What follows belongs to an exercise in optimizing a design on an open flow for small area and a short achievable clock period; a production flow would make more cautious choices.
Function was checked by simulation only, so behaviour that the tests miss may differ from the original.
Power figures rest on the tool's default switching activity, not on a simulated workload.

Setup of the previous run:
==> flow/design.v (excerpt) <==
module test1 (clk, reset, num_input, cal_input, enter, ans);
==> flow/config.mk <==
export PLATFORM = sky130hd
export DESIGN_NAME = test1
export DESIGN_NICKNAME = test1
export VERILOG_FILES = /design/flow/design.v
export SDC_FILE = /design/flow/constraint.sdc
export NUM_CORES = 4
export LEC_CHECK = 0
export CAP_MARGIN = 20
export CORE_MARGIN = 2
export CORE_UTILIZATION = 25
export CTS_BUF_LIST = sky130_fd_sc_hd__clkbuf_8
export CTS_CLUSTER_DIAMETER = 60
export CTS_CLUSTER_SIZE = 16
export SLEW_MARGIN = 20
==> flow/constraint.sdc <==
create_clock -name core_clock -period 45.0 [get_ports {clk}]
set_input_delay 9.0000 -clock core_clock [delete_from_list [all_inputs] [get_ports {clk}]]
set_output_delay 9.0000 -clock core_clock [all_outputs]
set_load 0.01 [all_outputs]
standard.sh (not shown) runs the stock make flow with config.mk's settings and CLKGATE_MAP_FILE= SYNTH_SCRIPT=/design/flow/synth_recipe.tcl, a recipe that flattens the netlist after the stock synthesis.
==> flow/flow/run.sh <==
#!/bin/bash
# Standard layout (the standard.sh), with buf_2 as the port buffer cell.
set -euo pipefail
bash standard.sh "BUFFER_PORTS_ARGS=-buffer_cell sky130_fd_sc_hd__buf_2" finish > standard_flow.log 2>&1
What the current run does differently from the previous run at the input level:
- swapping sky130_fd_sc_hd__clkbuf_8 for sky130_fd_sc_hd__clkbuf_16 in CTS_BUF_LIST
- swapping 16 for 30 in CTS_CLUSTER_SIZE
- swapping 60 for 100 in CTS_CLUSTER_DIAMETER
==> flow/flow/run.sh <==
#!/bin/bash
# The standard layout, with two changes: the output registers are sized
# up after synthesis, and the port buffers are buf_4.
set -euo pipefail
bash standard.sh synth > standard_synth.log 2>&1
openroad -no_init -exit flow/upsize.tcl > upsize.log 2>&1
bash standard.sh "BUFFER_PORTS_ARGS=-buffer_cell sky130_fd_sc_hd__buf_4" finish > standard_flow.log 2>&1
==> flow/flow/upsize.tcl (new file) <==
# Give the registers that drive the output ports a stronger drive: same cell
# type (dfxtp), larger size. Everything else is the standard layout.
read_db orfs/results/sky130hd/test1/base/1_synth.odb
set m [[ord::get_db] findMaster sky130_fd_sc_hd__dfxtp_4]
set n 0
foreach inst [[ord::get_db_block] getInsts] {
  if {[string range [$inst getName] 0 3] eq "ans\\" && [[$inst getMaster] getName] eq "sky130_fd_sc_hd__dfxtp_1"} {
    $inst swapMaster $m
    incr n
  }
}
puts "upsized $n"
write_db orfs/results/sky130hd/test1/base/1_synth.odb
==> comparison <==
Part of the power in combinational logic (lower): the previous run. [compare] base=the previous run new=the current run: global-route usage now larger; total power draw decreased 0.012 mW. Of the current run and the previous run, the higher layout filler cell count belongs to the current run. For the previous run, the standard cell with the maximum stage delay on the critical path was dfxtp_1, unlike the current run, where it was dfxtp_4.

* * *

Setup of run F:
Another version of the RTL of test1 (not shown whole).
Size: roughly 1200 cells after synthesis, about 13 I/O pins, roughly 0.013 mm² of cells after synthesis.
export LEC_CHECK = 0
export CAP_MARGIN = 20
export CORE_MARGIN = 2
export CORE_UTILIZATION = 55
export CTS_BUF_LIST = sky130_fd_sc_hd__clkbuf_16
export CTS_CLUSTER_DIAMETER = 100
export CTS_CLUSTER_SIZE = 30
export SLEW_MARGIN = 20
create_clock -name core_clock -period 45.0 [get_ports {clk}]
==> flow/flow/run.sh <==
#!/bin/bash
# The standard layout, with two changes: the output registers are sized
# up after synthesis, and the port buffers are buf_4.
set -euo pipefail
bash standard.sh synth > standard_synth.log 2>&1
openroad -no_init -exit flow/upsize.tcl > upsize.log 2>&1
bash standard.sh "BUFFER_PORTS_ARGS=-buffer_cell sky130_fd_sc_hd__buf_4" finish > standard_flow.log 2>&1
==> flow/flow/upsize.tcl <==
# Give the registers that drive the output ports a stronger drive: same cell
# type (dfxtp), larger size. Everything else is the standard layout.
read_db orfs/results/sky130hd/test1/base/1_synth.odb
set m [[ord::get_db] findMaster sky130_fd_sc_hd__dfxtp_4]
set n 0
foreach inst [[ord::get_db_block] getInsts] {
  if {[string range [$inst getName] 0 3] eq "ans\\" && [[$inst getMaster] getName] eq "sky130_fd_sc_hd__dfxtp_1"} {
    $inst swapMaster $m
    incr n
  }
}
puts "upsized $n"
write_db orfs/results/sky130hd/test1/base/1_synth.odb
Run F finished every step from synthesis to the final layout, and the layout passed the timing, DRC and antenna checks.
Modified inputs, run K compared to run F
- CORE_UTILIZATION changed from 55 to 25
Findings:
- [compare] base=run F new=run K: global-route track usage on met3 went down by 1.2 points, highest net fanout along the worst path went down by 2.
- In the tables for run K and run F, reg2reg setup slack reads higher with run F.
- Between run K and run F, the final-layout clock-cell area share does not differ in any meaningful way.
- Measured against run F, the die boundary width of run K comes out at 1.5 times the reference value.

[static timing again, ports no longer ideal]
The results above use ideal ports. As a check the final layouts listed here were re-extracted and re-timed, cells and wires unchanged. Step 1 (the two cells are an assumption about what drives the block):
set clk [get_ports {clk}]
set_driving_cell -lib_cell sky130_fd_sc_hd__clkbuf_16 $clk
set_driving_cell -lib_cell sky130_fd_sc_hd__buf_2 [delete_from_list [all_inputs] $clk]
Step 2 times the ports against the registers' clock, not the clock port: input delays grow and output delays shrink by t, the midpoint of the rising clock arrivals with the driver on. a / b / c = ideal ports / drivers / drivers and shift; a / b = the first two.
| run | t, ns | setup slack, ns | worst register clock-pin slew, ns |
|---|---|---|---|
| the previous run | 0.615 | 34.851 / 34.795 / 35.410 | 0.10 / 0.10 |
| the current run | 0.549 | 34.969 / 34.911 / 35.460 | 0.12 / 0.12 |
| run F | 0.546 | 34.976 / 34.928 / 35.396 | 0.12 / 0.12 |
| run K | 0.556 | 34.973 / 34.915 / 35.372 | 0.12 / 0.12 |
After both steps setup and hold are still met in every run listed.
